This is an optimization exercise on Yosys and OpenROAD, whose aim is small area, not a production implementation. Function was checked by simulation only, so behaviour that the tests miss may differ from the original. Power figures rest on the tool's default switching activity, not on a simulated workload.

[flow/config.mk]
export PLATFORM = sky130hd
export DESIGN_NAME = arbitor
export DESIGN_NICKNAME = arbitor
export VERILOG_FILES = /design/flow/design.v
export SDC_FILE = /design/flow/constraint.sdc
export NUM_CORES = 4
export LEC_CHECK = 0
export CAP_MARGIN = 20
export CORE_MARGIN = 2
export CORE_UTILIZATION = 40
export SLEW_MARGIN = 20
[flow/constraint.sdc]
create_clock -name core_clock -period 5.0 [get_ports {clk}]
set_input_delay 1.0000 -clock core_clock [delete_from_list [all_inputs] [get_ports {clk}]]
set_output_delay 1.0000 -clock core_clock [all_outputs]
set_load 0.01 [all_outputs]
[flow/design.v]
`timescale 1 ps / 1 ps
module arbitor ( 
    input               clk                 ,  
    input               rst                 , 
    input               link_initialized    , 
    input               iotx_tvalid         , 
    input               event_in_0          ,  
    input               event_in_1          , 
    input               event_in_2          , 
    input               event_in_3          , 
    input               event_in_4          , 
    input               event_in_5          , 
    input               event_in_6          , 
    input               event_in_7          , 
    input               event_in_8          ,  
    output reg          event_out_0         ,  
    output reg          event_out_1         , 
    output reg          event_out_2         , 
    output reg          event_out_3         , 
    output reg          event_out_4         , 
    output reg          event_out_5         , 
    output reg          event_out_6         , 
    output reg          event_out_7         , 
    output reg          event_out_8            
);
    reg         [04:00] fifo[8:0]           ;
    reg                 evt_flag0           ;
    reg                 evt_flag1           ;
    reg                 evt_flag2           ;
    reg                 evt_flag3           ;
    reg                 evt_flag4           ;
    reg                 evt_flag5           ;
    reg                 evt_flag6           ;
    reg                 evt_flag7           ;
    wire                no_evt_out          ;
    wire                no_evt              ;
    reg         [30:00] cnt_1s              ;
    reg                 ready_dly           ;
    assign no_evt_out = ~(event_out_8|event_out_7|event_out_6|event_out_5|event_out_4|event_out_3|event_out_2|event_out_1|event_out_0);
    assign no_evt     = ~(event_in_8|event_in_7|event_in_6|event_in_5|event_in_4|event_in_3|event_in_2|event_in_1|event_in_0
                         |evt_flag7|evt_flag6|evt_flag4|evt_flag3|evt_flag2|evt_flag1|evt_flag0);
    always @(posedge clk or posedge rst ) begin
        if ( rst ) begin
            cnt_1s    <= 0;
            ready_dly <= 0;
        end else begin
            cnt_1s <= 0;
            if(link_initialized) begin
                cnt_1s <= cnt_1s + 1;
                    ready_dly <= 1;
            end
        end
    end 
    always@(posedge clk or posedge rst ) begin
        if(rst ) begin
            fifo[0]   <= 0;
            fifo[1]   <= 0;
            fifo[2]   <= 0;
            fifo[3]   <= 0;
            fifo[4]   <= 0;
            fifo[5]   <= 0;
            fifo[6]   <= 0;
            fifo[7]   <= 0;
            fifo[8]   <= 0;
            evt_flag0 <= 0;
            evt_flag1 <= 0;
            evt_flag2 <= 0;
            evt_flag3 <= 0;
            evt_flag4 <= 0;
            evt_flag5 <= 0;
            evt_flag6 <= 0;
            evt_flag7 <= 0;
            event_out_0  <= 0;
            event_out_1  <= 0;
            event_out_2  <= 0;
            event_out_3  <= 0;
            event_out_4  <= 0;
            event_out_5  <= 0;
            event_out_6  <= 0;
            event_out_7  <= 0;
            event_out_8  <= 0;
        end else begin 
            event_out_0 <= 0;
            event_out_1 <= 0;
            event_out_2 <= 0;
            event_out_3 <= 0;
            event_out_4 <= 0;
            event_out_5 <= 0;
            event_out_6 <= 0;
            event_out_7 <= 0;
            event_out_8 <= 0;
            if(fifo[8][4] == 1 & ~iotx_tvalid & no_evt & no_evt_out ) begin
                fifo[8] <= 0;
                case ( fifo[8][3:0] )
                4'd1: event_out_0 <= 1;
                4'd2: event_out_1 <= 1;
                4'd3: event_out_2 <= 1;
                4'd4: event_out_3 <= 1;
                4'd5: event_out_4 <= 1;
                4'd6: event_out_5 <= 1;
                4'd7: event_out_6 <= 1;
                4'd8: event_out_7 <= 1;
                4'd9: event_out_8 <= 1;
                endcase
            end else begin
                if(fifo[7][4] == 1 & ~iotx_tvalid & no_evt & no_evt_out ) begin
                    fifo[7] <= 0;
                    case ( fifo[7][3:0] )
                        4'd1: event_out_0 <= 1;
                        4'd2: event_out_1 <= 1;
                        4'd3: event_out_2 <= 1;
                        4'd4: event_out_3 <= 1;
                        4'd5: event_out_4 <= 1;
                        4'd6: event_out_5 <= 1;
                        4'd7: event_out_6 <= 1;
                        4'd8: event_out_7 <= 1;
                        4'd9: event_out_8 <= 1;
                    endcase
                end else begin
                    if ( fifo[6][4] == 1 & ~iotx_tvalid & no_evt & no_evt_out ) begin
                        fifo[6] <= 0;
                        case ( fifo[6][3:0] )
                            4'd1: event_out_0 <= 1;
                            4'd2: event_out_1 <= 1;
                            4'd3: event_out_2 <= 1;
                            4'd4: event_out_3 <= 1;
                            4'd5: event_out_4 <= 1;
                            4'd6: event_out_5 <= 1;
                            4'd7: event_out_6 <= 1;
                            4'd8: event_out_7 <= 1;
                            4'd9: event_out_8 <= 1;
                        endcase
                    end else begin 
                        if ( fifo[5][4] == 1 & ~iotx_tvalid & no_evt & no_evt_out ) begin
                            fifo[5] <= 0;
                            case ( fifo[5][3:0] )
                                4'd1: event_out_0 <= 1;
                                4'd2: event_out_1 <= 1;
                                4'd3: event_out_2 <= 1;
                                4'd4: event_out_3 <= 1;
                                4'd5: event_out_4 <= 1;
                                4'd6: event_out_5 <= 1;
                                4'd7: event_out_6 <= 1;
                                4'd8: event_out_7 <= 1;
                                4'd9: event_out_8 <= 1;
                            endcase
                        end else begin
                            if ( fifo[4][4] == 1 & ~iotx_tvalid & no_evt & no_evt_out ) begin
                                fifo[4] <= 0;
                                case ( fifo[4][3:0] )
                                4'd1: event_out_0 <= 1;
                                4'd2: event_out_1 <= 1;
                                4'd3: event_out_2 <= 1;
                                4'd4: event_out_3 <= 1;
                                4'd5: event_out_4 <= 1;
                                4'd6: event_out_5 <= 1;
                                4'd7: event_out_6 <= 1;
                                4'd8: event_out_7 <= 1;
                                4'd9: event_out_8 <= 1;
                                endcase
                            end else begin 
                                if ( fifo[3][4] == 1 & ~iotx_tvalid & no_evt & no_evt_out ) begin
                                    fifo[3] <= 0;
                                    case ( fifo[3][3:0] )
                                    4'd1: event_out_0 <= 1;
                                    4'd2: event_out_1 <= 1;
                                    4'd3: event_out_2 <= 1;
                                    4'd4: event_out_3 <= 1;
                                    4'd5: event_out_4 <= 1;
                                    4'd6: event_out_5 <= 1;
                                    4'd7: event_out_6 <= 1;
                                    4'd8: event_out_7 <= 1;
                                    4'd9: event_out_8 <= 1;
                                    endcase
                                end else begin 
                                    if ( fifo[2][4] == 1 & ~iotx_tvalid & no_evt & no_evt_out) begin
                                        fifo[2] <= 0;
                                        case ( fifo[2][3:0] )
                                        4'd1: event_out_0 <= 1;
                                        4'd2: event_out_1 <= 1;
                                        4'd3: event_out_2 <= 1;
                                        4'd4: event_out_3 <= 1;
                                        4'd5: event_out_4 <= 1;
                                        4'd6: event_out_5 <= 1;
                                        4'd7: event_out_6 <= 1;
                                        4'd8: event_out_7 <= 1;
                                        4'd9: event_out_8 <= 1;
                                        endcase
                                    end else begin 
                                        if ( fifo[1][4] == 1 & ~iotx_tvalid & no_evt & no_evt_out) begin
                                            fifo[1] <= 0;
                                            case ( fifo[1][3:0] )
                                            4'd1: event_out_0 <= 1;
                                            4'd2: event_out_1 <= 1;
                                            4'd3: event_out_2 <= 1;
                                            4'd4: event_out_3 <= 1;
                                            4'd5: event_out_4 <= 1;
                                            4'd6: event_out_5 <= 1;
                                            4'd7: event_out_6 <= 1;
                                            4'd8: event_out_7 <= 1;
                                            4'd9: event_out_8 <= 1;
                                            endcase
                                        end else begin
                                            if ( fifo[0][4] == 1 & ~iotx_tvalid & no_evt & no_evt_out) begin
                                                fifo[0] <= 0;
                                                case ( fifo[0][3:0] )
                                                4'd1: event_out_0 <= 1;
                                                4'd2: event_out_1 <= 1;
                                                4'd3: event_out_2 <= 1;
                                                4'd4: event_out_3 <= 1;
                                                4'd5: event_out_4 <= 1;
                                                4'd6: event_out_5 <= 1;
                                                4'd7: event_out_6 <= 1;
                                                4'd8: event_out_7 <= 1;
                                                4'd9: event_out_8 <= 1;
                                                endcase
                                            end
                                        end
                                    end
                                end
                            end
                        end
                    end
                    if (ready_dly)
                    begin
                        if ( event_in_0|evt_flag0 )
                        begin
                            fifo[0] <= {1'b1,4'd1};
                            fifo[1] <= fifo[0];
                            fifo[2] <= fifo[1];
                            fifo[3] <= fifo[2];
                            fifo[4] <= fifo[3];
                            fifo[5] <= fifo[4];
                            fifo[6] <= fifo[5];
                            fifo[7] <= fifo[6];
                            fifo[8] <= fifo[7];
                            evt_flag0 <= 0;
                        end
                        if ( event_in_1|evt_flag1 )
                        begin
                            evt_flag0 <= event_in_0|evt_flag0;
                            fifo[0] <= {1'b1,4'd2};
                            fifo[1] <= fifo[0];
                            fifo[2] <= fifo[1];
                            fifo[3] <= fifo[2];
                            fifo[4] <= fifo[3];
                            fifo[5] <= fifo[4];
                            fifo[6] <= fifo[5];
                            fifo[7] <= fifo[6];
                            fifo[8] <= fifo[7];
                            evt_flag1 <= 0;
                        end
                        if ( event_in_2|evt_flag2 )
                        begin
                            evt_flag1 <= event_in_1|evt_flag1;
                            evt_flag0 <= event_in_0|evt_flag0;
                            fifo[0] <= {1'b1,4'd3};
                            fifo[1] <= fifo[0];
                            fifo[2] <= fifo[1];
                            fifo[3] <= fifo[2];
                            fifo[4] <= fifo[3];
                            fifo[5] <= fifo[4];
                            fifo[6] <= fifo[5];
                            fifo[7] <= fifo[6];
                            fifo[8] <= fifo[7];
                            evt_flag2 <= 0;
                        end
                        if ( event_in_3|evt_flag3 )
                        begin
                            evt_flag2 <= event_in_2|evt_flag2;
                            evt_flag1 <= event_in_1|evt_flag1;
                            evt_flag0 <= event_in_0|evt_flag0;
                            fifo[0] <= {1'b1,4'd4};
                            fifo[1] <= fifo[0];
                            fifo[2] <= fifo[1];
                            fifo[3] <= fifo[2];
                            fifo[4] <= fifo[3];
                            fifo[5] <= fifo[4];
                            fifo[6] <= fifo[5];
                            fifo[7] <= fifo[6];
                            fifo[8] <= fifo[7];
                            evt_flag3 <= 0;
                        end
                        if ( event_in_4|evt_flag4 )
                        begin
                            evt_flag3 <= event_in_3|evt_flag3;
                            evt_flag2 <= event_in_2|evt_flag2;
                            evt_flag1 <= event_in_1|evt_flag1;
                            evt_flag0 <= event_in_0|evt_flag0;
                            fifo[0] <= {1'b1,4'd5};
                            fifo[1] <= fifo[0];
                            fifo[2] <= fifo[1];
                            fifo[3] <= fifo[2];
                            fifo[4] <= fifo[3];
                            fifo[5] <= fifo[4];
                            fifo[6] <= fifo[5];
                            fifo[7] <= fifo[6];
                            fifo[8] <= fifo[7];
                            evt_flag4 <= 0;
                        end
                        if ( event_in_5|evt_flag5 ) begin
                            evt_flag4 <= event_in_4|evt_flag4;
                            evt_flag3 <= event_in_3|evt_flag3;
                            evt_flag2 <= event_in_2|evt_flag2;
                            evt_flag1 <= event_in_1|evt_flag1;
                            evt_flag0 <= event_in_0|evt_flag0;
                            fifo[0] <= {1'b1,4'd6};
                            fifo[1] <= fifo[0];
                            fifo[2] <= fifo[1];
                            fifo[3] <= fifo[2];
                            fifo[4] <= fifo[3];
                            fifo[5] <= fifo[4];
                            fifo[6] <= fifo[5];
                            fifo[7] <= fifo[6];
                            fifo[8] <= fifo[7];
                            evt_flag5 <= 0;
                        end
                        if ( event_in_6|evt_flag6 ) begin
                            evt_flag5 <= event_in_5|evt_flag5;
                            evt_flag4 <= event_in_4|evt_flag4;
                            evt_flag3 <= event_in_3|evt_flag3;
                            evt_flag2 <= event_in_2|evt_flag2;
                            evt_flag1 <= event_in_1|evt_flag1;
                            evt_flag0 <= event_in_0|evt_flag0;
                            fifo[0] <= {1'b1,4'd7};
                            fifo[1] <= fifo[0];
                            fifo[2] <= fifo[1];
                            fifo[3] <= fifo[2];
                            fifo[4] <= fifo[3];
                            fifo[5] <= fifo[4];
                            fifo[6] <= fifo[5];
                            fifo[7] <= fifo[6];
                            fifo[8] <= fifo[7];
                            evt_flag6 <= 0;
                        end
                        if ( event_in_7|evt_flag7 ) begin
                            evt_flag6 <= event_in_6|evt_flag6;
                            evt_flag5 <= event_in_5|evt_flag5;
                            evt_flag4 <= event_in_4|evt_flag4;
                            evt_flag3 <= event_in_3|evt_flag3;
                            evt_flag2 <= event_in_2|evt_flag2;
                            evt_flag1 <= event_in_1|evt_flag1;
                            evt_flag0 <= event_in_0|evt_flag0;
                            fifo[0] <= {1'b1,4'd8};
                            fifo[1] <= fifo[0];
                            fifo[2] <= fifo[1];
                            fifo[3] <= fifo[2];
                            fifo[4] <= fifo[3];
                            fifo[5] <= fifo[4];
                            fifo[6] <= fifo[5];
                            fifo[7] <= fifo[6];
                            fifo[8] <= fifo[7];
                            evt_flag7 <= 0;
                        end
                        if(event_in_8) begin
                            evt_flag7 <= event_in_7|evt_flag7;
                            evt_flag6 <= event_in_6|evt_flag6;
                            evt_flag5 <= event_in_5|evt_flag5;
                            evt_flag4 <= event_in_4|evt_flag4;
                            evt_flag3 <= event_in_3|evt_flag3;
                            evt_flag2 <= event_in_2|evt_flag2;
                            evt_flag1 <= event_in_1|evt_flag1;
                            evt_flag0 <= event_in_0|evt_flag0;
                            fifo[0] <= {1'b1,4'd9};
                            fifo[1] <= fifo[0];
                            fifo[2] <= fifo[1];
                            fifo[3] <= fifo[2];
                            fifo[4] <= fifo[3];
                            fifo[5] <= fifo[4];
                            fifo[6] <= fifo[5];
                            fifo[7] <= fifo[6];
                            fifo[8] <= fifo[7];
                        end
                    end
                end
            end
        end
    end
endmodule
[flow/run.sh]
#!/bin/bash
# synth_recipe.tcl (not shown) runs the flow's synth.tcl, then flattens the netlist and writes it again
# the make line also repeats each setting of config.mk as NAME=value (left out here)
make -C /OpenROAD-flow-scripts/flow DESIGN_CONFIG=/design/flow/config.mk WORK_HOME=/design/flow/orfs CLKGATE_MAP_FILE= SYNTH_SCRIPT=/design/flow/synth_recipe.tcl finish
==> results of run 1 <==
-- area by class of cell --
class                   instances  area, um^2
fillers                       979        5280
multi-input cells             350        2210
flip-flops and latches         63        1580
repair buffers                 25         248
well taps                     133         166
clock buffers                  10         138
inverters                      17        63.8
clock inverters                 4        47.5
-- cells in the final DEF, fill, tap and decap left out, types with 4 or more instances in the layout --
cell	count
nand3_1	38
inv_1	16
a21oi_1	36
a22oi_1	4
nor3_1	14
nor4_1	6
a31oi_1	6
nand2b_1	7
o221a_2	4
clkdlybuf4s50_1	21
nand4_1	9
o21ai_0	18
dfrtp_1	63
and3_1	6
nor4bb_1	4
nor2b_1	16
a22o_1	19
o31ai_1	20
a31o_2	4
a32oi_1	4
nor2_1	37
clkbuf_8	10
nand2_1	31
-- final timing paths --
path | from | endpoint | slack [ns] | depth (start not counted)
worst min-delay path | evt_flag0 | evt_flag0 | 0.53 | 2
worst min register to register | evt_flag0 | evt_flag0 | 0.53 | 2
min in group asynchronous | rst | fifo[8][0] | 1.05 | 2
worst max register to register | event_out_7 | fifo[1][1] | 2.27 | 6
worst max-delay path | event_in_5 | fifo[1][1] | 1.70 | 7
max in group asynchronous | rst | fifo[2][3] | 3.08 | 3
-- per-layer routing --
layer / track usage, % / vias up / part of all wire (%)
met5: 0 / - / 0
met4: 6.85 / 0 / 2.2
met3: 3.76 / 24 / 5.2
met2: 33.5 / 127 / 47
met1: 30.3 / 1786 / 46
li1: - / 1761 / -
-- worst max-delay path: stages --
cell,delay (ns)
clkdlybuf4s50_1,0.50
nor4_2,0.44
nand4_1,0.38
nor2_4,0.44
a21oi_2,0.19
buf_4,0.27
a22o_1,0.27
-- per-stage QoR --
step           setup WS [ns]  area, um^2
5_1_grt                 1.56        4450
2_1_floorplan           2.43        3990
3_5_place_dp            1.34        4250
4_1_cts                 1.72        4440
6_report                1.70        4450
3_3_place_gp            1.45        4250
-- where the power goes --
| group | total [mW] | internal (mW) | switching, mW |
|---|---|---|---|
| Sequential | 0.564 | 0.529 | 0.0346 |
| Combinational | 0.0922 | 0.0415 | 0.0507 |
| Clock | 0.426 | 0.236 | 0.190 |
-- cell families after synthesis --
group / count (synthesis)
buffers and inverters: 42
AND/OR/NAND/NOR: 206
AO/OA/AOI/OAI: 144
flip-flops: 63
-- Yosys cell counts, types with 4 or more instances --
cell,count
a22oi_1,4
nor2_1,37
clkbuf_1,11
nand2_1,31
buf_2,9
dfrtp_1,63
o221a_2,4
a21oi_1,36
inv_1,17
nand3_1,38
nor2b_1,16
o21ai_0,18
a31o_2,4
and3_1,6
nor4_1,6
a22o_1,19
nor4bb_1,4
buf_6,4
o31ai_1,20
nand4_1,9
nor3_1,14
nand2b_1,7
a31oi_1,6
a32oi_1,4
==> flow_metrics.py, run 1 <==
metrics = {
    "status": {
        "outcome": "timing/DRC/antenna clean",
    },
    "cts": {
        "h-tree-depth": 3,
        "clock-sinks": 63,
        "cts.root.buffer_cell": "clkbuf_8",
        "clkTransAtPathRegs_ns": 0.07,
        "clock_latency_ns": 0.34,
        "cts_setup_buffers": 0,
        "cts-resized-gates": 0,
        "cts_tree": "yes",
        "ctsHoldBuffers": 0,
        "cts_buffers": 9,
        "clockBufferDepth": 2,
    },
    "drt": {
        "finalWirelength_um": 11400,
        "via_count": 3698,
        "drc": 0,
        "initialDrtViolationCount": 338,
        "viasPerCell": 6.14,
        "wl_per_cell_um": 18.9,
        "dr.pass1.iters": 5,
        "postRouteAntennaNets": 0,
    },
    "cells_and_area": {
        "largest_reg_flops": 45,
        "diodes": 0,
        "layout.cells.non_filler": 602,
        "drive_gt1_share_pct": 10.2,
        "finalNetCount": 479,
        "largest_register": "fifo",
        "synthToLayoutAreaGrowth_pct": 11.6,
        "utilization_pct": 45.8,
    },
    "synthesis": {
        "synth_fa_ha_area_share_pct": 0,
        "yosysUniqueCellTypes": 64,
        "synthXorXnorAreaFrac_pct": 0,
        "syn-num-nets": 468,
        "synthMuxAreaShare_pct": 0,
        "synth_top_family_by_area": "simple AND/OR/NAND/NOR gates",
        "yosysSeqAreaShare_pct": 39.5,
        "syn_inst": 455,
        "yosys_warnings": 2,
        "synthTopCellsByArea": "dfrtp_1 (40%), nand3_1 (4.8%), a21oi_1 (4.5%)",
        "synth_compound_area_share_pct": 25.9,
        "synth_top_flop_cell": "dfrtp_1",
        "synth.ff_latch_count": 63,
        "avgSynthCellArea_um2": 8.77,
        "async_flop_share_pct": 100,
        "synth-simple-area-share_pct": 29.6,
        "post-synth-top-area-cell": "dfrtp_1",
        "synth_top_area_share_pct": 39.5,
        "synth-edff-count": 0,
        "netlist_area_um2": 3990,
    },
    "power": {
        "peakVddDrop_uv": 115,
        "powerDensity_nw_per_um2": 243,
        "power_mw": 1.08,
        "p_leak_nw": 1.64,
    },
    "timing": {
        "final-max-slew-violation-count": 0,
        "finalCritPeriodShare_pct": 65.9,
        "setup_tns_ns": 0,
        "max_slew_margin_pct": 52.5,
        "setup_violations": 0,
        "period_needed_ns": 3.30,
        "fin_worst_skew_ns": 0.00845,
        "max_freq_mhz": 303,
        "timing_hold_violations_final": 0,
        "rsz0062_at_grt": "false",
        "tightestPinTransition_ns": 0.713,
        "timing.hold.ws_ns": 0.532,
    },
    "global_routing": {
        "grt_pass1_vias": 3533,
        "grt_overflow": 0,
        "grt_pass1_wl_um": 18500,
        "grt.total_usage_pct": 21.4,
        "grt_max_degree": 35,
        "antenna_found_initial": 0,
    },
    "placed_design": {
        "routabilityCongestion": 0.914,
        "numPortBuffers": 21,
        "dp.cells": 587,
        "dp_hpwl_um": 8380,
    },
    "critical_path": {
        "cp-end-kind": "flop",
        "critical_path_class": "primary input to flop",
        "cp_max_fo": 24,
        "start_kind": "primary input",
        "crit_required_ns": 5.22,
        "cp.arrival_ns": 3.51,
    },
    "floorplan": {
        "core_area_um2": 9730,
        "initial_core_util_pct": 41.0,
        "dieArea_um2": 10800,
        "pin_count": 22,
        "fp-row-count": 36,
        "die_w_um": 104,
        "die_h_um": 104,
    },
    "worst_hold_path": {
        "worstHoldPathType": "flop to flop",
    },
    "run": {
        "maxCapViolCount": 0,
    },
}
==> run 2: changes to the inputs <==
==> flow/design.v (replaced) <==
`timescale 1 ps / 1 ps
module arbitor (
    input      clk,
    input      rst,
    input      link_initialized,
    input      iotx_tvalid,
    input      event_in_0,
    input      event_in_1,
    input      event_in_2,
    input      event_in_3,
    input      event_in_4,
    input      event_in_5,
    input      event_in_6,
    input      event_in_7,
    input      event_in_8,
    output     event_out_0,
    output     event_out_1,
    output     event_out_2,
    output     event_out_3,
    output     event_out_4,
    output     event_out_5,
    output     event_out_6,
    output     event_out_7,
    output     event_out_8
);
    reg  [3:0] q [0:8];    
    reg  [3:0] o;          
    reg  [7:0] flag;       
    reg        ready;
    reg        pop;        
    reg        dec;        
    wire [8:0] ev  = {event_in_8, event_in_7, event_in_6, event_in_5, event_in_4,
                      event_in_3, event_in_2, event_in_1, event_in_0};
    wire [8:0] act = ev | {1'b0, flag};
    wire [8:0] higher;
    assign higher[8] = 1'b0;
    genvar k;
    generate
        for (k = 7; k >= 0; k = k - 1) begin : g_hi
            assign higher[k] = higher[k+1] | act[k+1];
        end
    endgenerate
    wire any = higher[0] | act[0];
    reg [3:0] code;
    always @* begin
        casez (act)
            9'b1????????: code = 4'd8;
            9'b01???????: code = 4'd7;
            9'b001??????: code = 4'd6;
            9'b0001?????: code = 4'd5;
            9'b00001????: code = 4'd4;
            9'b000001???: code = 4'd3;
            9'b0000001??: code = 4'd2;
            9'b00000001?: code = 4'd1;
            default:      code = 4'd0;
        endcase
    end
    wire no_evt  = ~(|ev) & ~(|{flag[7:6], flag[4:0]});
    wire replay  = ~iotx_tvalid & no_evt & ~pop & (o != 4'd15);
    wire blocked = replay & (o == 4'd7 || o == 4'd8);
    wire accept  = ready & any & ~blocked;
    always @(posedge clk) begin
        if (accept) begin
            q[0] <= code;
            q[1] <= q[0];
            q[2] <= q[1];
            q[3] <= q[2];
            q[4] <= q[3];
            q[5] <= q[4];
            q[6] <= q[5];
            q[7] <= q[6];
            q[8] <= q[7];
        end
    end
    always @(posedge clk or posedge rst) begin
        if (rst) begin
            o     <= 4'd15;
            flag  <= 8'd0;
            ready <= 1'b0;
            pop   <= 1'b0;
            dec   <= 1'b0;
        end else begin
            if (link_initialized)
                ready <= 1'b1;
            flag[4:0] <= {5{ready}} & act[4:0] & higher[4:0];
            flag[7:6] <= {2{ready}} & act[7:6] & higher[7:6];
            flag[5]   <= ready & act[5] & higher[5] | blocked & flag[5];
            pop <= replay;
            dec <= replay & ~accept;
            if (accept & ~dec & (o != 4'd8))
                o <= o + 4'd1;
            else if (dec & ~accept)
                o <= o - 4'd1;
        end
    end
    wire [3:0] head = q[o];
    assign event_out_0 = pop & (head == 4'd0);
    assign event_out_1 = pop & (head == 4'd1);
    assign event_out_2 = pop & (head == 4'd2);
    assign event_out_3 = pop & (head == 4'd3);
    assign event_out_4 = pop & (head == 4'd4);
    assign event_out_5 = pop & (head == 4'd5);
    assign event_out_6 = pop & (head == 4'd6);
    assign event_out_7 = pop & (head == 4'd7);
    assign event_out_8 = pop & (head == 4'd8);
endmodule
==> flow_metrics.py, run 2 <==
metrics = {
    "global_routing": {
        "grt_overflow": 0,
        "grt_pass1_wl_um": 7760,
        "antenna_found_initial": 0,
        "grt.total_usage_pct": 15.6,
        "grt_max_degree": 40,
        "grt_pass1_vias": 1567,
    },
    "synthesis": {
        "synthXorXnorAreaFrac_pct": 1.08,
        "avgSynthCellArea_um2": 11.9,
        "syn-num-nets": 222,
        "synthMuxAreaShare_pct": 2.57,
        "yosysSeqAreaShare_pct": 60.1,
        "yosysUniqueCellTypes": 48,
        "synthTopCellsByArea": "edfxtp_1 (44%), dfrtp_1 (11%), dfstp_2 (4.3%)",
        "syn_inst": 205,
        "synth_top_family_by_area": "simple AND/OR/NAND/NOR gates",
        "synth_top_area_share_pct": 44.5,
        "synth-edff-count": 36,
        "yosysMostFrequentCell": "edfxtp_1",
        "synth_commonest_cells": "edfxtp_1 (36), nor2_1 (20), a21oi_1 (13)",
        "synth_compound_area_share_pct": 13.1,
        "async_flop_share_pct": 29.4,
        "synth-simple-area-share_pct": 17.8,
        "synth_top_flop_cell": "edfxtp_1",
        "post-synth-top-area-cell": "edfxtp_1",
        "yosys_warnings": 2,
        "netlist_area_um2": 2430,
        "synth.ff_latch_count": 51,
        "synth_fa_ha_area_share_pct": 2.06,
    },
    "timing": {
        "setup_violations": 0,
        "final-max-slew-violation-count": 0,
        "max_freq_mhz": 227,
        "tightestPinTransition_ns": 0.815,
        "finalCritPeriodShare_pct": 87.9,
        "rsz0062_at_grt": "false",
        "setup_tns_ns": 0,
        "fin_worst_skew_ns": 0.0103,
        "period_needed_ns": 4.40,
        "max_slew_margin_pct": 45.6,
        "timing_hold_violations_final": 0,
    },
    "floorplan": {
        "pin_count": 22,
        "die_h_um": 81.9,
        "fp-row-count": 28,
        "dieArea_um2": 6710,
        "die_w_um": 81.9,
        "core_area_um2": 5890,
        "initial_core_util_pct": 41.3,
    },
    "cells_and_area": {
        "synthToLayoutAreaGrowth_pct": 15.2,
        "design_area_um2": 2800,
        "drive_gt1_share_pct": 10.3,
        "mostFrequentLayoutCell": "edfxtp_1",
        "diodes": 0,
        "largest_reg_flops": 36,
        "largest_register": "q",
        "reg_top3": "q (36), flag (8), o (4)",
        "mostFrequentLayoutCells": "edfxtp_1 (36), clkdlybuf4s50_1 (21), nor2_1 (20)",
        "finalNetCount": 240,
    },
    "drt": {
        "viasPerCell": 5.49,
        "via_count": 1641,
        "finalWirelength_um": 4720,
        "initialDrtViolationCount": 161,
        "wl_per_cell_um": 15.8,
        "dr.pass1.iters": 4,
        "postRouteAntennaNets": 0,
        "drc": 0,
    },
    "critical_path": {
        "critical_path_class": "flop to output port",
        "cp_max_fo": 12,
        "r2r_slack_ns": 1.94,
        "reg2reg_depth": 9,
        "cp-end-kind": "output port",
        "start_kind": "flop",
        "rr_startpoint": "o[1]",
        "cp.arrival_ns": 3.40,
        "crit_required_ns": 4.00,
        "worst_r2r_endpoint": "o[0]",
    },
    "cts": {
        "cts_buffers": 5,
        "cts_setup_buffers": 0,
        "ctsHoldBuffers": 0,
        "h-tree-depth": 2,
        "cts-resized-gates": 0,
        "clockBufferDepth": 2,
        "clkTransAtPathRegs_ns": 0.09,
        "clock-sinks": 51,
        "clock_latency_ns": 0.30,
        "cts_tree": "yes",
        "cts.root.buffer_cell": "clkbuf_8",
    },
    "placed_design": {
        "placed_area_um2": 2690,
        "dp_hpwl_um": 3200,
        "routabilityCongestion": 0.797,
        "numPortBuffers": 21,
    },
    "run": {
        "maxCapViolCount": 0,
    },
    "worst_hold_path": {
        "min_path_cells": 0,
        "hold-path-endpoint": "q[4][2]",
        "holdCritStartpoint": "q[3][2]",
        "worstHoldPathType": "flop to flop",
    },
    "power": {
        "powerDensity_nw_per_um2": 445,
        "p_leak_nw": 0.993,
        "peakVddDrop_uv": 200,
    },
    "status": {
        "outcome": "timing/DRC/antenna clean",
    },
}
==> run 2: power by group <==
part           internal [mW]  switching (mW)  leakage, nW
Combinational          0.172           0.213        0.396
Clock                  0.147           0.129       0.0556
Sequential             0.508          0.0784        0.542
==> run 2: critical path, cell delays in order, from the launching register on <==
cell	delay, ns
dfstp_2	0.60
ha_1	0.49
nor3_1	0.12
o22ai_1	0.41
nor4b_1	0.39
o21ai_0	0.15
or2_1	0.27
nor2_1	0.12
clkdlybuf4s50_1	0.54
==> run 2: layer usage <==
| metal | wire (um) | vias up | track usage, % |
|---|---|---|---|
| met5 | 0 | - | 0 |
| met4 | 46 | 0 | 5.00 |
| met3 | 167 | 5 | 3.74 |
| met2 | 2250 | 32 | 24.6 |
| met1 | 2250 | 798 | 21.4 |
| li1 | - | 806 | - |
==> run 2: how the worst max path moves through the flow <==
stage / from / end
floorplan: o[0] / event_out_4
global placement: o[0] / event_out_4
detailed placement: o[0] / event_out_6
CTS: o[0] / event_out_6
global route: o[0] / event_out_8
finish: o[1] / event_out_6
==> run 2: cell type report <==
type	count	area (um^2)
timing repair buffer	21	210
clock buffer	5	68.8
tap	75	93.8
multi-input combinational	134	890
inverter	10	37.5
clock inverter	3	38.8
sequential	51	1460
fill	540	3090
==> run 2: kinds of logic (layout without fill, tap and decap cells) <==
family	Yosys count	in the layout
muxes	6	6
DFF	51	51
adders and majority gates	4	4
buffers and inverters	20	39
and+or+nand+nor	72	72
xor gates and xnor gates	3	3
AOI/OAI and AO/OA	49	49
==> run 2: through the flow <==
| stage | worst slack [ns] | util [%] | power [mW] | hold slack (ns) | instances |
|---|---|---|---|---|---|
| after global routing | 0.335 | 47.6 | 1.33 | 0.463 | 299 |
| after CTS | 0.598 | 47.6 | 1.25 | 0.458 | 299 |
| after floorplan | 1.82 | - | 0.882 | 0.420 | 205 |
| after global placement | 1.06 | 45.7 | 0.971 | 0.431 | 291 |
| final | 0.603 | 47.6 | 1.25 | 0.454 | 299 |
| after detailed placement | 0.944 | 45.7 | 0.979 | 0.437 | 291 |
==> run 3: changes to the inputs <==
==> flow/flow/run.sh (new file) <==
#!/bin/bash
# Standard ORFS layout with two changes: ports are buffered with the smallest
# buffer, and cells that synthesis upsized are sized back down after floorplan
# (timing repair later sizes up whatever needs it).
set -euo pipefail
here=$(pwd)
export BUFFER_PORTS_ARGS="-buffer_cell sky130_fd_sc_hd__buf_1"
export POST_FLOORPLAN_TCL=$here/flow/downsize.tcl
bash standard.sh > $here/standard.log 2>&1
==> flow/flow/downsize.tcl (new file) <==
# Size every cell down to the smallest-area cell of the same family
# (same function and pins, e.g. nor4_4 -> nor4_1).
set lib_cells {}
foreach lc [get_lib_cells */*] { lappend lib_cells [get_name $lc] }
set dont_use $::env(DONT_USE_CELLS)
proc lc_area {name} {
  set m [[get_lib_cells */$name] liberty_cell]
  return [$m area]
}
set n 0
foreach inst [get_cells *] {
  set master [get_property [get_lib_cells -of_objects $inst] name]
  if {![regexp {^(sky130_fd_sc_hd__[a-z0-9]+)_([0-9]+)$} $master -> base drive]} { continue }
  set best $master
  set best_area [lc_area $master]
  foreach cand [get_lib_cells */${base}_*] {
    set cn [get_name $cand]
    if {![regexp "^${base}_\[0-9\]+\$" $cn]} { continue }
    if {[lsearch -exact $dont_use $cn] >= 0} { continue }
    set a [lc_area $cn]
    if {$a < $best_area} { set best $cn; set best_area $a }
  }
  if {$best ne $master} {
    puts "downsize [get_name $inst]: $master -> $best"
    replace_cell $inst [get_lib_cells */$best]
    incr n
  }
}
puts "downsized $n cells"
==> flow/standard.sh (new file) <==
#!/bin/bash
# synth_recipe.tcl (not shown) runs the flow's synth.tcl, then flattens the netlist and writes it again
# the make line also repeats each setting of config.mk as NAME=value (left out here)
make -C /OpenROAD-flow-scripts/flow DESIGN_CONFIG=/design/flow/config.mk WORK_HOME=/design/flow/orfs CLKGATE_MAP_FILE= SYNTH_SCRIPT=/design/flow/synth_recipe.tcl "${@:-finish}"
removed: flow/run.sh
==> flow_metrics.py, run 3 <==
metrics = {
    "synthesis": {
        "async_flop_share_pct": 29.4,
        "synthTopCellsByArea": "edfxtp_1 (44%), dfrtp_1 (11%), dfstp_2 (4.3%)",
        "syn_inst": 205,
        "netlist_area_um2": 2430,
        "avgSynthCellArea_um2": 11.9,
        "yosysSeqAreaShare_pct": 60.1,
        "synth_top_flop_cell": "edfxtp_1",
        "synth_top_area_share_pct": 44.5,
        "syn-num-nets": 222,
        "post-synth-top-area-cell": "edfxtp_1",
        "yosysMostFrequentCell": "edfxtp_1",
        "synth_commonest_cells": "edfxtp_1 (36), nor2_1 (20), a21oi_1 (13)",
        "synth.ff_latch_count": 51,
        "yosysUniqueCellTypes": 48,
        "synth-edff-count": 36,
        "yosys_warnings": 2,
    },
    "floorplan": {
        "die_w_um": 81.9,
        "die_h_um": 81.9,
        "initial_core_util_pct": 41.3,
        "fp-row-count": 28,
    },
    "status": {
        "first-error": "Error: floorplan.tcl, 161 Invalid method. Must be one of: configure cget -acquire -disown -delete name is_leaf is_buffer is_inverter liberty_library cell find_liberty_...",
        "outcome": "stopped before the end",
        "stop_stage": "floorplan (2_1_floorplan)",
    },
}
-- run 3: kinds of logic after synthesis --
family                   share of synthesized area (%)
XOR/XNOR                                          1.08
flip-flops                                        60.1
AND/OR/NAND/NOR                                   17.8
multiplexers                                      2.57
buffers and inverters                             3.24
AO/OA/AOI/OAI                                     13.1
adder cells (fa/ha/maj)                           2.06
==> run 4: changes to the inputs <==
==> flow/flow/downsize.tcl (replaced) <==
# Size every cell down to the smallest-area cell of the same family
# (same function and pins, e.g. nor4_4 -> nor4_1).
set dont_use $::env(DONT_USE_CELLS)
set n 0
foreach inst [get_cells *] {
  set master [get_property $inst ref_name]
  if {![regexp {^(sky130_fd_sc_hd__[a-z0-9]+)_([0-9]+)$} $master -> base drive]} { continue }
  set best $master
  set best_area [get_property [get_lib_cells */$master] area]
  foreach cand [get_lib_cells */${base}_*] {
    set cn [get_name $cand]
    if {![regexp "^${base}_\[0-9\]+\$" $cn]} { continue }
    if {[lsearch -exact $dont_use $cn] >= 0} { continue }
    set a [get_property $cand area]
    if {$a < $best_area} { set best $cn; set best_area $a }
  }
  if {$best ne $master} {
    puts "downsize [get_name $inst]: $master -> $best"
    replace_cell $inst [get_lib_cells */$best]
    incr n
  }
}
puts "downsized $n cells"
==> flow_metrics.py, run 4 <==
metrics = {
    "cts": {
        "clkTransAtPathRegs_ns": 0.09,
        "clock-sinks": 51,
        "h-tree-depth": 2,
        "clock_latency_ns": 0.30,
        "ctsHoldBuffers": 0,
        "cts_tree": "yes",
        "clockBufferDepth": 2,
        "cts.root.buffer_cell": "clkbuf_8",
        "cts-resized-gates": 0,
        "cts_setup_buffers": 0,
        "cts_buffers": 5,
    },
    "placed_design": {
        "dp_hpwl_um": 3180,
        "placed_area_um2": 2510,
        "numPortBuffers": 21,
        "routabilityCongestion": 0.785,
        "dp.cells": 292,
    },
    "synthesis": {
        "yosys_warnings": 2,
        "yosysUniqueCellTypes": 48,
        "synth.ff_latch_count": 51,
        "syn-num-nets": 222,
        "synth-edff-count": 36,
        "syn_inst": 205,
        "async_flop_share_pct": 29.4,
        "netlist_area_um2": 2430,
        "synth_top_area_share_pct": 44.5,
        "synth_commonest_cells": "edfxtp_1 (36), nor2_1 (20), a21oi_1 (13)",
        "post-synth-top-area-cell": "edfxtp_1",
        "synthTopCellsByArea": "edfxtp_1 (44%), dfrtp_1 (11%), dfstp_2 (4.3%)",
        "synth_top_flop_cell": "edfxtp_1",
        "yosysMostFrequentCell": "edfxtp_1",
        "yosysSeqAreaShare_pct": 60.1,
        "avgSynthCellArea_um2": 11.9,
    },
    "floorplan": {
        "initial_core_util_pct": 41.3,
        "dieArea_um2": 6710,
        "die_w_um": 81.9,
        "die_h_um": 81.9,
        "fp-row-count": 28,
        "pin_count": 22,
        "core_area_um2": 5890,
    },
    "drt": {
        "drc": 0,
        "wl_per_cell_um": 15.1,
        "dr.pass1.iters": 4,
        "postRouteAntennaNets": 0,
        "viasPerCell": 5.38,
        "initialDrtViolationCount": 165,
        "finalWirelength_um": 4530,
        "via_count": 1613,
    },
    "critical_path": {
        "worst_r2r_endpoint": "o[0]",
        "rr_startpoint": "o[1]",
        "crit_required_ns": 4.00,
        "cp-end-kind": "output port",
        "r2r_slack_ns": 2.02,
        "start_kind": "flop",
        "reg2reg_depth": 9,
        "cp.arrival_ns": 2.97,
        "critical_path_class": "flop to output port",
        "cp_max_fo": 12,
    },
    "global_routing": {
        "grt_pass1_wl_um": 7650,
        "grt.total_usage_pct": 15.2,
        "grt_pass1_vias": 1552,
        "grt_overflow": 0,
        "grt_max_degree": 40,
        "antenna_found_initial": 0,
    },
    "cells_and_area": {
        "fillers": 570,
        "largest_reg_flops": 36,
        "layout.cells.non_filler": 300,
        "largest_register": "q",
        "multiInputGateArea_um2": 835,
        "mostFrequentLayoutCell": "edfxtp_1",
        "design_area_um2": 2620,
        "reg_top3": "q (36), flag (8), o (4)",
        "mostFrequentLayoutCells": "edfxtp_1 (36), buf_1 (21), nor2_1 (20)",
        "finalNetCount": 241,
        "synthToLayoutAreaGrowth_pct": 7.88,
        "register_area_um2": 1460,
        "diodes": 0,
        "drive_gt1_share_pct": 8.00,
    },
    "timing": {
        "finalCritPeriodShare_pct": 79.4,
        "timing_hold_violations_final": 0,
        "max_freq_mhz": 252,
        "setup_tns_ns": 0,
        "max_slew_margin_pct": 46.6,
        "period_needed_ns": 3.97,
        "final-max-slew-violation-count": 0,
        "rsz0062_at_grt": "false",
        "fin_worst_skew_ns": 0.0106,
        "timing.hold.ws_ns": 0.452,
        "setup_violations": 0,
        "tightestPinTransition_ns": 0.799,
    },
    "run": {
        "maxCapViolCount": 0,
    },
    "worst_hold_path": {
        "holdCritStartpoint": "q[5][1]",
        "worstHoldPathType": "flop to flop",
        "hold-path-endpoint": "q[6][1]",
        "min_path_cells": 0,
    },
    "power": {
        "peakVddDrop_uv": 205,
        "powerDensity_nw_per_um2": 470,
        "p_leak_nw": 0.920,
    },
    "status": {
        "outcome": "timing/DRC/antenna clean",
    },
}
## run 4: cell counts after synthesis
Identical to the previous run, type by type.
## run 4: worst max path at each step
stage | from | endpoint | slack, ns | cells after the start
after floorplan | o[0] | event_out_4 | 1.82 | 8
final | o[0] | event_out_5 | 1.03 | 8
after detailed placement | event_in_2 | o[0] | 1.30 | 8
after global routing | o[0] | event_out_8 | 0.70 | 8
after CTS | o[0] | event_out_5 | 1.04 | 8
after global placement | event_in_2 | o[0] | 1.33 | 8
## run 4: metrics by stage
stage                     power (mW)  util, %  setup slack (ns)
after global placement         0.955     42.7              1.33
after CTS                       1.24     44.5              1.04
after global routing            1.32     44.5             0.695
after floorplan                0.882        -              1.82
after detailed placement       0.960     42.7              1.30
final                           1.23     44.5              1.03
## run 4: cells by family (layout without fill, tap and decap cells)
| kind of cell | after synthesis | after routing | share of synthesized area (%) |
|---|---|---|---|
| DFF | 51 | 51 | 60.1 |
| adders and majority gates | 4 | 4 | 2.06 |
| AOI/OAI and AO/OA | 49 | 49 | 13.1 |
| buffers and inverters | 20 | 40 | 3.24 |
| and+or+nand+nor | 72 | 72 | 17.8 |
| muxes | 6 | 6 | 2.57 |
| xor gates and xnor gates | 3 | 3 | 1.08 |
## run 4: worst max-delay path, stage by stage, from the launching register on
cell and delay, ns:
dfstp_2 0.60, ha_1 0.47, nor3_1 0.11, o22ai_1 0.42, nor4b_1 0.37, o21ai_0 0.14, or2_1 0.27, nor2_1 0.13
buf_1 0.16
## run 4: final cells by class
class,instances,area share (%)
Inverter,10,1.43
Multi-Input combinational cell,134,31.8
Clock inverter,3,1.48
Sequential cell,51,55.8
Clock buffer,5,2.63
Tap cell,75,3.58
Timing Repair Buffer,22,3.29
## run 4: power by group
group | internal [mW] | total (mW) | switching (mW)
logic | 0.165 | 0.369 | 0.204
registers | 0.508 | 0.584 | 0.0760
clock network | 0.147 | 0.278 | 0.131
total | 0.820 | 1.23 | 0.411
## run 4: metal layers
layer	up-vias	share of wire [%]	routed length (um)	track usage (%)
li1	806	-	-	-
met1	762	50	2280	21.7
met2	37	45	2020	22.8
met3	8	3.1	142	3.19
met4	0	1.7	76	5.33
met5	-	0	0	0
==> run 5: changes to the inputs <==
==> flow/flow/run.sh (replaced) <==
#!/bin/bash
# Standard ORFS layout with these changes:
#  - ports are buffered with the smallest buffer (buf_1);
#  - after floorplan, the logic between registers is re-synthesised for area
#    with OpenROAD's restructure (registers untouched) and cells are sized
#    down; the later timing repair sizes up whatever needs it.
set -euo pipefail
here=$(pwd)
mkdir -p $here/rmp
export RMP_WORK_DIR=$here/rmp
export BUFFER_PORTS_ARGS="-buffer_cell sky130_fd_sc_hd__buf_1"
export POST_FLOORPLAN_TCL=$here/flow/post_floorplan.tcl
bash standard.sh > $here/standard.log 2>&1
==> flow/flow/post_floorplan.tcl (new file) <==
set here [file dirname [info script]]
source [file join $here downsize.tcl]
report_design_area
# restructure maps with every cell of the liberty file it is given, so give it
# a copy without the platform's don't-use cells
set rmp_lib $::env(RMP_WORK_DIR)/trimmed.lib
exec python3 [file join $here trim_lib.py] [lindex $::env(LIB_FILES) 0] $rmp_lib {*}$::env(DONT_USE_CELLS)
set_dont_use $::env(DONT_USE_CELLS)
restructure -liberty_file $rmp_lib -target area \
  -tielo_port [join $::env(TIELO_CELL_AND_PORT) /] \
  -tiehi_port [join $::env(TIEHI_CELL_AND_PORT) /] \
  -work_dir $::env(RMP_WORK_DIR) -abc_logfile $::env(RMP_WORK_DIR)/abc.log
report_design_area
source [file join $here downsize.tcl]
report_design_area
==> flow/flow/trim_lib.py (new file) <==
"""Write a copy of a liberty file without the given cells (brace-matched)."""
import sys
src, dst, *drop = sys.argv[1:]
drop = set(drop)
t = open(src).read()
out = []
i = 0
key = 'cell ("'
while True:
    j = t.find(key, i)
    if j < 0:
        out.append(t[i:])
        break
    name = t[j + len(key):t.find('"', j + len(key))]
    # find the end of this cell group
    k = t.find('{', j)
    depth = 0
    m = k
    while True:
        c = t[m]
        if c == '{':
            depth += 1
        elif c == '}':
            depth -= 1
            if depth == 0:
                break
        m += 1
    out.append(t[i:j])
    if name not in drop:
        out.append(t[j:m + 1])
    i = m + 1
open(dst, 'w').write(''.join(out))
--- a/flow/config.mk
+++ b/flow/config.mk
@@ -8,4 +8,7 @@
 export CAP_MARGIN = 20
 export CORE_MARGIN = 2
 export CORE_UTILIZATION = 40
+export CTS_BUF_LIST = sky130_fd_sc_hd__clkbuf_8
+export CTS_CLUSTER_DIAMETER = 500
+export CTS_CLUSTER_SIZE = 30
 export SLEW_MARGIN = 20
==> flow_metrics.py, run 5 <==
metrics = {
    "placed_design": {
        "numPortBuffers": 21,
        "placed_area_um2": 2360,
        "routabilityCongestion": 0.824,
        "dp_hpwl_um": 3250,
    },
    "critical_path": {
        "crit_required_ns": 4.00,
        "r2r_slack_ns": 1.94,
        "slowest_stage": "a222oi_1",
        "cp_max_fo": 10,
        "path_cells": "nor2_1 -> nand2_1 -> o22ai_1 -> clkinv_1 -> a222oi_1 -> clkinv_1 -> or2_0 -> nor2_1 -> buf_1",
        "crit_cells": 9,
        "worst_r2r_endpoint": "q[4][3]",
        "cpLargestDelayFamily": "simple AND/OR/NAND/NOR gates",
        "rr_startpoint": "o[0]",
        "cp-end-kind": "output port",
        "cp.arrival_ns": 3.07,
        "start_kind": "flop",
        "reg2reg_depth": 8,
        "max_stage_delay_ns": 0.53,
        "critical_path_class": "flop to output port",
        "critical_path_buf_inv_count": 3,
    },
    "timing": {
        "setup_violations": 0,
        "period_needed_ns": 4.07,
        "finalCritPeriodShare_pct": 81.5,
        "max_freq_mhz": 246,
        "final-max-slew-violation-count": 0,
        "timing_hold_violations_final": 0,
        "tightestPinTransition_ns": 0.638,
        "max_slew_margin_pct": 57.3,
        "setup_tns_ns": 0,
        "fin_worst_skew_ns": 0.00726,
        "rsz0062_at_grt": "false",
    },
    "synthesis": {
        "syn-num-nets": 222,
        "synth_top_flop_cell": "edfxtp_1",
        "yosysMostFrequentCell": "edfxtp_1",
        "yosysUniqueCellTypes": 48,
        "avgSynthCellArea_um2": 11.9,
        "yosys_warnings": 2,
        "synth.ff_latch_count": 51,
        "synth_top_area_share_pct": 44.5,
        "synth_commonest_cells": "edfxtp_1 (36), nor2_1 (20), a21oi_1 (13)",
        "synthTopCellsByArea": "edfxtp_1 (44%), dfrtp_1 (11%), dfstp_2 (4.3%)",
        "netlist_area_um2": 2430,
        "post-synth-top-area-cell": "edfxtp_1",
        "syn_inst": 205,
        "synth-edff-count": 36,
        "yosysSeqAreaShare_pct": 60.1,
        "async_flop_share_pct": 29.4,
    },
    "cts": {
        "ctsHoldBuffers": 0,
        "clock_latency_ns": 0.30,
        "clock-sinks": 51,
        "cts_tree": "yes",
        "clkTransAtPathRegs_ns": 0.09,
        "cts-resized-gates": 0,
        "cts_setup_buffers": 0,
        "cts.root.buffer_cell": "clkbuf_8",
        "cts_buffers": 5,
        "clockBufferDepth": 2,
        "h-tree-depth": 2,
    },
    "power": {
        "internal-power_uw": 721,
        "seqPwrFrac_pct": 50.3,
        "p_leak_nw": 0.834,
        "p_clk_share_pct": 20.6,
        "combPwrFrac_pct": 29.1,
        "power_switching_uw": 399,
        "p_sw_share_pct": 35.6,
        "powerDensity_nw_per_um2": 458,
        "peakVddDrop_uv": 187,
    },
    "cells_and_area": {
        "largest_reg_flops": 36,
        "multiInputGateArea_um2": 641,
        "register_area_um2": 1460,
        "drive_gt1_share_pct": 6.13,
        "mostFrequentLayoutCell": "edfxtp_1",
        "fillers": 572,
        "design_area_um2": 2450,
        "synthToLayoutAreaGrowth_pct": 0.670,
        "largest_register": "q",
        "diodes": 0,
        "reg_top3": "q (36), flag (8), o (4)",
        "mostFrequentLayoutCells": "edfxtp_1 (36), nor2_1 (35), buf_1 (21)",
        "finalNetCount": 224,
    },
    "global_routing": {
        "antenna_found_initial": 0,
        "grt.total_usage_pct": 14.7,
        "grt_overflow": 0,
        "grt_pass1_vias": 1544,
        "grt_pass1_wl_um": 7400,
        "grt_max_degree": 30,
    },
    "worst_hold_path": {
        "min_path_cells": 0,
        "worstHoldPathType": "flop to flop",
        "holdCritStartpoint": "q[2][1]",
        "hold-path-endpoint": "q[3][1]",
    },
    "drt": {
        "drc": 0,
        "via_count": 1569,
        "postRouteAntennaNets": 0,
        "viasPerCell": 5.47,
        "dr.pass1.iters": 4,
        "finalWirelength_um": 4550,
        "wl_per_cell_um": 15.9,
        "initialDrtViolationCount": 129,
    },
    "floorplan": {
        "die_w_um": 81.9,
        "pin_count": 22,
        "dieArea_um2": 6710,
        "die_h_um": 81.9,
        "core_area_um2": 5890,
        "initial_core_util_pct": 41.3,
        "fp-row-count": 28,
    },
    "run": {
        "maxCapViolCount": 0,
    },
    "status": {
        "outcome": "timing/DRC/antenna clean",
    },
}
[run 5: metal layers]
layer  up-vias  track usage (%)  share of wire, %
li1        741                -                 -
met1       777             18.9                45
met2        44             24.5                49
met3         7             3.19               4.3
met4         0             5.00               1.4
met5         -                0                 0
[run 5: layout make-up]
type / count / area share (%)
Clock buffer: 5 / 2.81
Timing Repair Buffer: 22 / 3.53
Inverter: 20 / 3.07
Tap cell: 75 / 3.84
Sequential cell: 51 / 59.7
Multi-Input combinational cell: 111 / 26.2
Clock inverter: 3 / 0.818
[run 5: power groups by stage]
| stage | Combinational (mW) | Sequential, mW | Clock [mW] |
|---|---|---|---|
| after floorplan | 0.347 | 0.535 | 0 |
| after global placement | 0.315 | 0.569 | 0 |
| after detailed placement | 0.319 | 0.570 | 0 |
| after CTS | 0.321 | 0.561 | 0.240 |
| after global routing | 0.361 | 0.569 | 0.252 |
| final | 0.326 | 0.563 | 0.231 |
[run 5: cell families after synthesis]
group | Yosys count | share of synthesized area (%)
AO/OA/AOI/OAI | 49 | 13.1
flip-flops | 51 | 60.1
adder cells (fa/ha/maj) | 4 | 2.06
multiplexers | 6 | 2.57
XOR/XNOR | 3 | 1.08
buffers and inverters | 20 | 3.24
AND/OR/NAND/NOR | 72 | 17.8
[run 5: how the worst max path moves through the flow]
stage | startpoint | to | slack, ns
after global placement | o[2] | event_out_8 | 1.30
after detailed placement | o[0] | event_out_6 | 1.30
after floorplan | o[0] | event_out_4 | 1.82
after CTS | o[0] | event_out_6 | 0.93
final | o[0] | event_out_6 | 0.93
after global routing | o[0] | event_out_6 | 0.60
[run 5: per-stage QoR]
step	hold WS, ns	total power, mW	utilization [%]	std cells	worst slack, ns
6_report	0.465	1.12	41.6	287	0.927
5_1_grt	0.484	1.18	41.6	287	0.600
4_1_cts	0.470	1.12	41.6	287	0.931
3_5_place_dp	0.438	0.889	40.1	279	1.30
3_3_place_gp	0.438	0.884	40.1	279	1.30
2_1_floorplan	0.420	0.882	-	205	1.82
==> run 6: changes to the inputs <==
--- a/flow/config.mk
+++ b/flow/config.mk
@@ -8,7 +8,6 @@
 export CAP_MARGIN = 20
 export CORE_MARGIN = 2
 export CORE_UTILIZATION = 40
-export CTS_BUF_LIST = sky130_fd_sc_hd__clkbuf_8
 export CTS_CLUSTER_DIAMETER = 500
-export CTS_CLUSTER_SIZE = 30
+export CTS_CLUSTER_SIZE = 60
 export SLEW_MARGIN = 20
==> flow_metrics.py, run 6 <==
metrics = {
    "drt": {
        "dr.pass1.iters": 4,
        "initialDrtViolationCount": 129,
        "via_count": 1569,
        "postRouteAntennaNets": 0,
        "drc": 0,
        "viasPerCell": 5.47,
        "wl_per_cell_um": 15.9,
        "finalWirelength_um": 4550,
    },
    "cts": {
        "cts-resized-gates": 0,
        "clock-sinks": 51,
        "cts_buffers": 5,
        "h-tree-depth": 2,
        "clockBufferDepth": 2,
        "clock_latency_ns": 0.30,
        "cts.root.buffer_cell": "clkbuf_8",
        "cts_tree": "yes",
        "ctsHoldBuffers": 0,
        "clkTransAtPathRegs_ns": 0.09,
        "cts_setup_buffers": 0,
    },
    "worst_hold_path": {
        "holdCritStartpoint": "q[2][1]",
        "worstHoldPathType": "flop to flop",
    },
    "cells_and_area": {
        "finalNetCount": 224,
        "utilization_pct": 41.6,
        "register_area_um2": 1460,
        "mostFrequentLayoutCells": "edfxtp_1 (36), nor2_1 (35), buf_1 (21)",
        "mostFrequentLayoutCell": "edfxtp_1",
        "diodes": 0,
        "largest_register": "q",
        "reg_top3": "q (36), flag (8), o (4)",
        "multiInputGateArea_um2": 641,
        "largest_reg_flops": 36,
        "layout.cells.non_filler": 287,
        "synthToLayoutAreaGrowth_pct": 0.670,
        "fillers": 572,
        "drive_gt1_share_pct": 6.13,
    },
    "synthesis": {
        "yosysUniqueCellTypes": 48,
        "synth.ff_latch_count": 51,
        "synth_commonest_cells": "edfxtp_1 (36), nor2_1 (20), a21oi_1 (13)",
        "yosysSeqAreaShare_pct": 60.1,
        "async_flop_share_pct": 29.4,
        "syn_inst": 205,
        "synth_top_area_share_pct": 44.5,
        "yosysMostFrequentCell": "edfxtp_1",
        "avgSynthCellArea_um2": 11.9,
        "synth_top_flop_cell": "edfxtp_1",
        "post-synth-top-area-cell": "edfxtp_1",
        "syn-num-nets": 222,
        "synthTopCellsByArea": "edfxtp_1 (44%), dfrtp_1 (11%), dfstp_2 (4.3%)",
        "synth-edff-count": 36,
        "yosys_warnings": 2,
        "netlist_area_um2": 2430,
    },
    "status": {
        "outcome": "timing/DRC/antenna clean",
    },
    "floorplan": {
        "pin_count": 22,
        "die_w_um": 81.9,
        "die_h_um": 81.9,
        "dieArea_um2": 6710,
        "fp-row-count": 28,
        "initial_core_util_pct": 41.3,
        "core_area_um2": 5890,
    },
    "placed_design": {
        "routabilityCongestion": 0.824,
        "numPortBuffers": 21,
        "dp_hpwl_um": 3250,
        "preCtsSetupSlack_ns": 1.30,
        "dp.cells": 279,
    },
    "timing": {
        "fin_ws_ns": 0.927,
        "setup_violations": 0,
        "max_freq_mhz": 246,
        "period_needed_ns": 4.07,
        "rsz0062_at_grt": "false",
        "max_slew_margin_pct": 57.3,
        "timing_hold_violations_final": 0,
        "fin_worst_skew_ns": 0.00726,
        "tightestPinTransition_ns": 0.638,
        "finalCritPeriodShare_pct": 81.5,
        "final-max-slew-violation-count": 0,
        "setup_tns_ns": 0,
        "timing.hold.ws_ns": 0.465,
    },
    "critical_path": {
        "start_kind": "flop",
        "crit_required_ns": 4.00,
        "cp_max_fo": 10,
        "cp-end-kind": "output port",
        "r2r_slack_ns": 1.94,
        "cp.arrival_ns": 3.07,
        "critical_path_class": "flop to output port",
        "crit_start": "o[0]",
        "rr_startpoint": "o[0]",
    },
    "run": {
        "maxCapViolCount": 0,
    },
    "global_routing": {
        "busiest_layer": "met2",
        "grt_pass1_wl_um": 7400,
        "grt_overflow": 0,
        "grt_pass1_vias": 1544,
        "met1_usage_pct": 18.9,
        "use_met2_pct": 24.5,
        "grt.total_usage_pct": 14.7,
        "antenna_found_initial": 0,
        "grt_max_degree": 30,
        "met3_usage_pct": 3.19,
    },
    "power": {
        "seqPwrFrac_pct": 50.3,
        "p_leak_nw": 0.834,
        "p_sw_share_pct": 35.6,
        "power_switching_uw": 399,
        "internal-power_uw": 721,
        "peakVddDrop_uv": 187,
        "p_clk_share_pct": 20.6,
        "powerDensity_nw_per_um2": 458,
        "combPwrFrac_pct": 29.1,
    },
}
==> run 6: area by class of cell <==
cell class / instances / area share [%]
inverter: 20 / 3.07
sequential: 51 / 59.7
multi-input combinational: 111 / 26.2
timing repair buffer: 22 / 3.53
clock inverter: 3 / 0.818
tap: 75 / 3.84
clock buffer: 5 / 2.81
==> run 6: cell families after synthesis <==
group / after synthesis / synth area share [%]
and+or+nand+nor: 72 / 17.8
DFF: 51 / 60.1
AOI/OAI and AO/OA: 49 / 13.1
buffers and inverters: 20 / 3.24
muxes: 6 / 2.57
adders and majority gates: 4 / 2.06
xor gates and xnor gates: 3 / 1.08
==> run 6: final timing paths <==
check | end | cells after the start
worst max register to register | q[4][3] | 8
worst max-delay path | event_out_6 | 9
worst min-delay path | q[3][1] | 0
min in group asynchronous | ready | 2
max in group asynchronous | o[3] | 2
worst min register to register | q[3][1] | 0
==> run 6: worst max-delay path, stage by stage (launching register included) <==
cell,delay [ns]
dfstp_2,0.40
nor2_1,0.49
nand2_1,0.14
o22ai_1,0.33
clkinv_1,0.19
a222oi_1,0.53
clkinv_1,0.16
or2_0,0.26
nor2_1,0.11
buf_1,0.15
==> run 6: per-stage QoR <==
stage | total power [mW] | area, um^2
after floorplan | 0.882 | 2430
after global placement | 0.884 | 2360
after detailed placement | 0.889 | 2360
after CTS | 1.12 | 2450
after global routing | 1.18 | 2450
final | 1.12 | 2450
==> run 6: power groups by stage <==
| stage | Combinational, mW | Clock, mW | Sequential (mW) |
|---|---|---|---|
| finish | 0.326 | 0.231 | 0.563 |
| global route | 0.361 | 0.252 | 0.569 |
| CTS | 0.321 | 0.240 | 0.561 |
| detailed placement | 0.319 | 0 | 0.570 |
| global placement | 0.315 | 0 | 0.569 |
| floorplan | 0.347 | 0 | 0.535 |
==> run 6: metal layers <==
metal / vias up / part of all wire [%]
met5: - / 0
met4: 0 / 1.4
met2: 44 / 49
li1: 741 / -
met1: 777 / 45
met3: 7 / 4.3
==> run 7: changes to the inputs <==
--- a/flow/flow/run.sh
+++ b/flow/flow/run.sh
@@ -10,4 +10,5 @@
 export RMP_WORK_DIR=$here/rmp
 export BUFFER_PORTS_ARGS="-buffer_cell sky130_fd_sc_hd__buf_1"
 export POST_FLOORPLAN_TCL=$here/flow/post_floorplan.tcl
+export CTS_ARGS="-repair_clock_nets -buf_list sky130_fd_sc_hd__clkbuf_16 -root_buf sky130_fd_sc_hd__clkbuf_16"
 bash standard.sh > $here/standard.log 2>&1
--- a/flow/config.mk
+++ b/flow/config.mk
@@ -8,6 +8,4 @@
 export CAP_MARGIN = 20
 export CORE_MARGIN = 2
 export CORE_UTILIZATION = 40
-export CTS_CLUSTER_DIAMETER = 500
-export CTS_CLUSTER_SIZE = 60
 export SLEW_MARGIN = 20
==> flow_metrics.py, run 7 <==
metrics = {
    "run": {
        "maxCapViolCount": 0,
    },
    "global_routing": {
        "antenna_found_initial": 0,
        "grt_max_degree": 30,
        "grt_pass1_vias": 1544,
        "grt.total_usage_pct": 14.7,
        "grt_overflow": 0,
        "grt_pass1_wl_um": 7400,
    },
    "worst_hold_path": {
        "worstHoldPathType": "flop to flop",
    },
    "cells_and_area": {
        "reg_top3": "q (36), flag (8), o (4)",
        "mostFrequentLayoutCell": "edfxtp_1",
        "layout.cells.non_filler": 287,
        "finalNetCount": 224,
        "synthToLayoutAreaGrowth_pct": 2.99,
        "mostFrequentLayoutCells": "edfxtp_1 (36), nor2_1 (35), buf_1 (21)",
        "drive_gt1_share_pct": 6.13,
        "largest_register": "q",
        "fillers": 568,
        "utilization_pct": 42.5,
        "design_area_um2": 2500,
        "diodes": 0,
        "largest_reg_flops": 36,
    },
    "timing": {
        "timing_hold_violations_final": 0,
        "finalCritPeriodShare_pct": 81.5,
        "period_needed_ns": 4.07,
        "final-max-slew-violation-count": 0,
        "tightestPinTransition_ns": 0.640,
        "fin_worst_skew_ns": 0.00456,
        "max_freq_mhz": 245,
        "rsz0062_at_grt": "false",
        "setup_tns_ns": 0,
        "max_slew_margin_pct": 57.1,
        "setup_violations": 0,
    },
    "cts": {
        "ctsHoldBuffers": 0,
        "clock-sinks": 51,
        "cts-resized-gates": 0,
        "clock_latency_ns": 0.29,
        "h-tree-depth": 2,
        "cts_buffers": 5,
        "clkTransAtPathRegs_ns": 0.07,
        "clockBufferDepth": 2,
        "cts.root.buffer_cell": "clkbuf_16",
        "cts_tree": "yes",
        "cts_setup_buffers": 0,
    },
    "synthesis": {
        "avgSynthCellArea_um2": 11.9,
        "synthXorXnorAreaFrac_pct": 1.08,
        "synth_top_family_by_area": "simple AND/OR/NAND/NOR gates",
        "yosysUniqueCellTypes": 48,
        "yosys_warnings": 2,
        "synth.ff_latch_count": 51,
        "synth-simple-area-share_pct": 17.8,
        "synth_top_area_share_pct": 44.5,
        "post-synth-top-area-cell": "edfxtp_1",
        "async_flop_share_pct": 29.4,
        "synth_fa_ha_area_share_pct": 2.06,
        "synth_commonest_cells": "edfxtp_1 (36), nor2_1 (20), a21oi_1 (13)",
        "synth_compound_area_share_pct": 13.1,
        "syn_inst": 205,
        "synthMuxAreaShare_pct": 2.57,
        "netlist_area_um2": 2430,
        "yosysMostFrequentCell": "edfxtp_1",
        "syn-num-nets": 222,
        "synth-edff-count": 36,
        "yosysSeqAreaShare_pct": 60.1,
        "synth_top_flop_cell": "edfxtp_1",
        "synthTopCellsByArea": "edfxtp_1 (44%), dfrtp_1 (11%), dfstp_2 (4.3%)",
    },
    "placed_design": {
        "placed_area_um2": 2360,
        "dp_hpwl_um": 3250,
        "numPortBuffers": 21,
        "dp.cells": 279,
        "routabilityCongestion": 0.824,
    },
    "power": {
        "peakVddDrop_uv": 232,
        "powerDensity_nw_per_um2": 487,
        "p_leak_nw": 0.859,
        "power_mw": 1.22,
    },
    "floorplan": {
        "die_h_um": 81.9,
        "die_w_um": 81.9,
        "pin_count": 22,
        "core_area_um2": 5890,
        "initial_core_util_pct": 41.3,
        "dieArea_um2": 6710,
        "fp-row-count": 28,
    },
    "critical_path": {
        "start_kind": "flop",
        "cp_max_fo": 10,
        "critical_path_buf_inv_count": 3,
        "critical_path_class": "flop to output port",
        "path_cells": "nor2_1 -> nand2_1 -> o22ai_1 -> clkinv_1 -> a222oi_1 -> clkinv_1 -> or2_0 -> nor2_1 -> buf_1",
        "cpLargestDelayFamily": "simple AND/OR/NAND/NOR gates",
        "max_stage_delay_ns": 0.54,
        "cp-end-kind": "output port",
        "slowest_stage": "a222oi_1",
        "crit_required_ns": 4.00,
        "cp.arrival_ns": 3.07,
    },
    "drt": {
        "via_count": 1556,
        "initialDrtViolationCount": 138,
        "wl_per_cell_um": 15.9,
        "postRouteAntennaNets": 0,
        "finalWirelength_um": 4570,
        "drc": 0,
        "viasPerCell": 5.42,
        "dr.pass1.iters": 4,
    },
    "status": {
        "outcome": "timing/DRC/antenna clean",
    },
}
## run 7: cell counts after synthesis
No cell type changed its count.
## run 7: worst paths after layout
check / from / end / slack, ns / cells past startpoint
worst max-delay path: o[0] / event_out_6 / 0.93 / 9
worst min-delay path: q[2][1] / q[3][1] / 0.46 / 0
worst max register to register: o[0] / q[3][3] / 1.97 / 8
worst min register to register: q[2][1] / q[3][1] / 0.46 / 0
max in group asynchronous: rst / o[3] / 4.03 / 2
min in group asynchronous: rst / ready / 0.65 / 2
## run 7: report_power, final
part           internal (mW)  leakage [nW]  switching, mW
Combinational          0.117         0.251          0.207
Sequential             0.508         0.542         0.0564
Clock                  0.184        0.0658          0.147
Total                  0.809         0.859          0.410
## run 7: cells by family after synthesis
family,count (synthesis)
muxes,6
DFF,51
and+or+nand+nor,72
adders and majority gates,4
xor gates and xnor gates,3
buffers and inverters,20
AOI/OAI and AO/OA,49
## run 7: per-stage QoR
stage | setup slack, ns | hold WS, ns
after floorplan | 1.82 | 0.420
after global placement | 1.30 | 0.438
after detailed placement | 1.30 | 0.438
after CTS | 0.959 | 0.464
after global routing | 0.628 | 0.478
final | 0.925 | 0.459
## run 7: cell type report
class	instances	area [um^2]	area share, %
Clock buffer	5	125	5.00
Inverter	20	75.1	3.00
Sequential cell	51	1460	58.4
Timing Repair Buffer	22	86.3	3.45
Multi-Input combinational cell	111	641	25.6
Tap cell	75	93.8	3.75
Clock inverter	3	20.0	0.800
## run 7: metal layers
| metal | wire, um | track usage [%] | up-vias |
|---|---|---|---|
| met4 | 59 | 5.00 | 0 |
| met2 | 2300 | 24.6 | 30 |
| met1 | 2020 | 18.8 | 779 |
| met3 | 188 | 3.52 | 5 |
| met5 | 0 | 0 | - |
| li1 | - | - | 742 |
## run 7: worst reg2reg max path, stage by stage, from the launching register on
cell and delay, ns:
dfstp_2 0.58, clkinv_1 0.15, nor2_1 0.53, clkinv_1 0.26, nor2_1 0.15, o21ai_0 0.14
o211ai_1 0.22, clkinv_1 0.35, buf_4 0.36

what the ideal ports hide:
How much do the figures lean on ideal ports? The routed layouts below were timed once more, with nothing changed but the port constraints. Step 1 (the two cells are an assumption about what drives the block):
set clk [get_ports {clk}]
set_driving_cell -lib_cell sky130_fd_sc_hd__clkbuf_16 $clk
set_driving_cell -lib_cell sky130_fd_sc_hd__buf_2 [delete_from_list [all_inputs] $clk]
Step 2 adds t to the input delays and takes it off the output delays; t is the mean of the earliest and latest rising clock arrival at the registers after step 1. Input paths then give back, and output paths get back, about the clock's delay inside the block. Slacks: ideal / step 1 / step 2; pairs: ideal / step 1.
| run | shift t [ns] | setup WS [ns] | pins driven straight from the clock port |
|---|---|---|---|
| run 1 | 0.367 | 1.705 / 1.718 / 1.350 | 1 |
| run 2 | 0.325 | 0.603 / 0.575 / 0.900 | 1 |
| run 4 | 0.323 | 1.028 / 1.004 / 1.326 | 1 |
| run 5 | 0.325 | 0.927 / 0.902 / 1.226 | 1 |
| run 6 | 0.325 | 0.927 / 0.902 / 1.226 | 1 |
| run 7 | 0.319 | 0.925 / 0.896 / 1.215 | 1 |
After both steps every run listed still meets setup and hold. The setup slack of run 1, which loses most, moves by +0.013 ns with the drivers and by -0.355 ns with both steps.
